Source: an optimization exercise on an open RTL-to-GDS flow (aim: small area and a short achievable clock period). Production flows keep margins and buffers that such runs may drop. In this exercise RTL edits were held to simulation tests only and were not proved equivalent to the original. Power and IR drop assume default switching activity.

==> run a <==
Design trash_compactor_part1, start of the top module:
module trash_compactor_part1 (
    input clk,
    input rst,
    input [31:0] data_in,
    input op,
    input valid_in,
    output ready,
    output reg finished,
    output reg [63:0] result
);
clock: 10.0 ns
lec_check: 0
cap_margin: 20
core_margin: 2
core_utilization: 40
cts_cluster_diameter: 100
cts_cluster_size: 24
place_density: 0.6
slew_margin: 20
standard.sh (not shown) runs the stock make flow with config.mk's settings and CLKGATE_MAP_FILE= SYNTH_SCRIPT=/design/flow/synth_recipe.tcl, a recipe that flattens the netlist after the stock synthesis.
==> flow/flow/run.sh <==
#!/bin/bash
# Layout: the standard flow with the standard synthesis; the later steps
# repair setup timing towards a slack of 7.0 ns (a shorter achieved period),
# and the port buffers start as buf_2 (resized later where timing needs it).
set -euo pipefail
bash standard.sh synth > synth.log 2>&1
bash standard.sh SETUP_SLACK_MARGIN=7.0 "BUFFER_PORTS_ARGS=-buffer_cell sky130_fd_sc_hd__buf_2" finish > layout.log 2>&1
==> run b: changes against run a <==
==> flow/flow/run.sh (replaced) <==
#!/bin/bash
# Layout: the standard flow with the standard synthesis; the later steps
# repair setup timing towards a slack of 6.7 ns (a shorter achieved period),
# the port buffers start as buf_2 (resized later where timing needs it), and
# the clock tree is built without dummy balancing loads.
set -euo pipefail
bash standard.sh synth > synth.log 2>&1
bash standard.sh SETUP_SLACK_MARGIN=6.7 "BUFFER_PORTS_ARGS=-buffer_cell sky130_fd_sc_hd__buf_2" \
  "CTS_ARGS=-sink_clustering_enable -repair_clock_nets -sink_clustering_size 24 -sink_clustering_max_diameter 100 -dont_use_dummy_load" \
  finish > layout.log 2>&1
- CORE_UTILIZATION: 40 -> 50
- CTS_CLUSTER_DIAMETER: 100 -> default
- CTS_CLUSTER_SIZE: 24 -> default
==> summary of the runs <==
Of run b and run a, run a has the higher worst hold slack (gap 0.012 ns). In run b the total power is lower than in run a, by 13%. In run b the global-route usage is higher than in run a, by 5.8 points. In run b the non-clock buffer count is lower than in run a, by 172. Sequential power: run a is lower than run b (about 2%).

* * *

==> wip/lagoon <==
Another version of the RTL of trash_compactor_part1 (not shown whole).
export LEC_CHECK = 0
export CAP_MARGIN = 20
export CORE_MARGIN = 2
export CORE_UTILIZATION = 40
export PLACE_DENSITY = 0.6
export SLEW_MARGIN = 20
create_clock -name core_clock -period 10.0 [get_ports {clk}]
==> flow/flow/run.sh <==
#!/bin/bash
# Layout: the standard flow with the standard synthesis; the later steps
# repair setup timing towards a slack of 6.6 ns (a shorter achieved period),
# the port buffers start as buf_2 (resized later where timing needs it), and
# the clock tree is built without dummy balancing loads.
set -euo pipefail
bash standard.sh synth > synth.log 2>&1
bash standard.sh SETUP_SLACK_MARGIN=6.6 "BUFFER_PORTS_ARGS=-buffer_cell sky130_fd_sc_hd__buf_2" \
  "CTS_ARGS=-sink_clustering_enable -repair_clock_nets -sink_clustering_size 24 -sink_clustering_max_diameter 100 -dont_use_dummy_load" \
  finish > layout.log 2>&1
==> wip/onyx (differences from wip/lagoon) <==
==> flow/flow/run.sh (replaced) <==
#!/bin/bash
# Layout: the standard flow with the standard synthesis; the later steps
# repair setup timing towards a slack of 6.75 ns (a shorter achieved period),
# the port buffers start as buf_2 (resized later where timing needs it), and
# the clock tree is built without dummy balancing loads.
set -euo pipefail
bash standard.sh synth > synth.log 2>&1
bash standard.sh SETUP_SLACK_MARGIN=6.75 "BUFFER_PORTS_ARGS=-buffer_cell sky130_fd_sc_hd__buf_2" \
  "CTS_ARGS=-sink_clustering_enable -repair_clock_nets -sink_clustering_size 24 -sink_clustering_max_diameter 100 -dont_use_dummy_load" \
  finish > layout.log 2>&1
==> wip/ember (differences from wip/lagoon) <==
==> flow/flow/run.sh (replaced) <==
#!/bin/bash
# Layout: the standard flow with the standard synthesis; the later steps
# repair setup timing towards a slack of 6.5 ns (a shorter achieved period),
# the port buffers start as buf_2 (resized later where timing needs it), and
# the clock tree is built without dummy balancing loads.
set -euo pipefail
bash standard.sh synth > synth.log 2>&1
bash standard.sh SETUP_SLACK_MARGIN=6.5 "BUFFER_PORTS_ARGS=-buffer_cell sky130_fd_sc_hd__buf_2" \
  "CTS_ARGS=-sink_clustering_enable -repair_clock_nets -sink_clustering_size 24 -sink_clustering_max_diameter 100 -dont_use_dummy_load" \
  finish > layout.log 2>&1
==> out/metrics.csv <==
metric,value,unit
run status,no timing/DRC/antenna violations,
final worst path period need,3.44,ns
combinational share of power,0.498,
drt first-iter violations,1153,
last element of the critical path,r2_1[13],
timing-limited maximum frequency,290,MHz
synthesis-to-finish area growth,15.2,%
post-route fraction of the period consumed by the critical path,0.344,
total met3 wirelength after detailed routing,4.35,mm
Worst Hold Path EP,f2,
Stages on worst setup path,9,
multi-input combinational cell area,21200,sq um
Static Leakage,15.6,nW
Final Net Count,3796,
data arrival at the endpoint of the critical path,3.91,ns
required time of the worst setup path,10.47,ns
utilization after layout,0.467,
drt total wl,78.8,mm
met2 global-route usage,0.339,
(the above is from wip/onyx)
==> out/metrics.csv <==
metric,value,unit
run status,no timing/DRC/antenna violations,
Stages on worst setup path,10,
Worst Hold Path EP,ph4,
Static Leakage,15.1,nW
final worst path period need,3.43,ns
met2 global-route usage,0.340,
drt total wl,75.9,mm
utilization after layout,0.448,
Final Net Count,3741,
last element of the critical path,r2_1[14],
synthesis-to-finish area growth,10.6,%
data arrival at the endpoint of the critical path,3.86,ns
timing-limited maximum frequency,292,MHz
(the above is from wip/lagoon)
==> out/metrics.csv <==
metric,value,unit
last element of the critical path,r2_1[14],
Final Net Count,3736,
run status,no timing/DRC/antenna violations,
synthesis-to-finish area growth,10.0,%
multi-input combinational cell area,20500,sq um
post-route fraction of the period consumed by the critical path,0.350,
drt first-iter violations,1234,
combinational share of power,0.484,
Static Leakage,15.0,nW
drt total wl,74.6,mm
Worst Hold Path EP,f2,
total met3 wirelength after detailed routing,3.28,mm
data arrival at the endpoint of the critical path,4.03,ns
final worst path period need,3.50,ns
timing-limited maximum frequency,286,MHz
utilization after layout,0.446,
(the above is from wip/ember)

static timing again, ports no longer ideal:
Ports are ideal in the flow. The routed layouts listed here were re-timed in OpenROAD.
Step 1 sets driving cells, clkbuf_16 on the clock port and buf_2 on the other inputs (assumed; they add their load-dependent delay and slew).
Step 2 times the ports against the registers' clock, not the clock port: input delays grow and output delays shrink by t, the midpoint of the rising clock arrivals with the driver on.
a / b / c = ideal ports / drivers / drivers and shift; a / b = the first two.
run	t, ns	setup WS [ns]	worst setup path at the end	clock arrival spread, ns	worst data-port slew with drivers (ns)
run a	0.649	6.744 / 6.744 / 6.636	input to register	0.034 / 0.034	0.03
run b	0.615	6.687 / 6.687 / 6.293	input to register	0.066 / 0.067	0.03
wip/lagoon	0.633	6.572 / 6.572 / 6.192	input to register	0.049 / 0.049	0.03
wip/onyx	0.623	6.556 / 6.556 / 6.316	input to register	0.054 / 0.054	0.04
wip/ember	0.611	6.498 / 6.498 / 6.183	input to register	0.092 / 0.093	0.03
After both steps every run listed still meets setup and hold. For run b, which loses most, drivers alone change the setup slack by 0.000 ns; drivers and shift together by -0.394 ns.
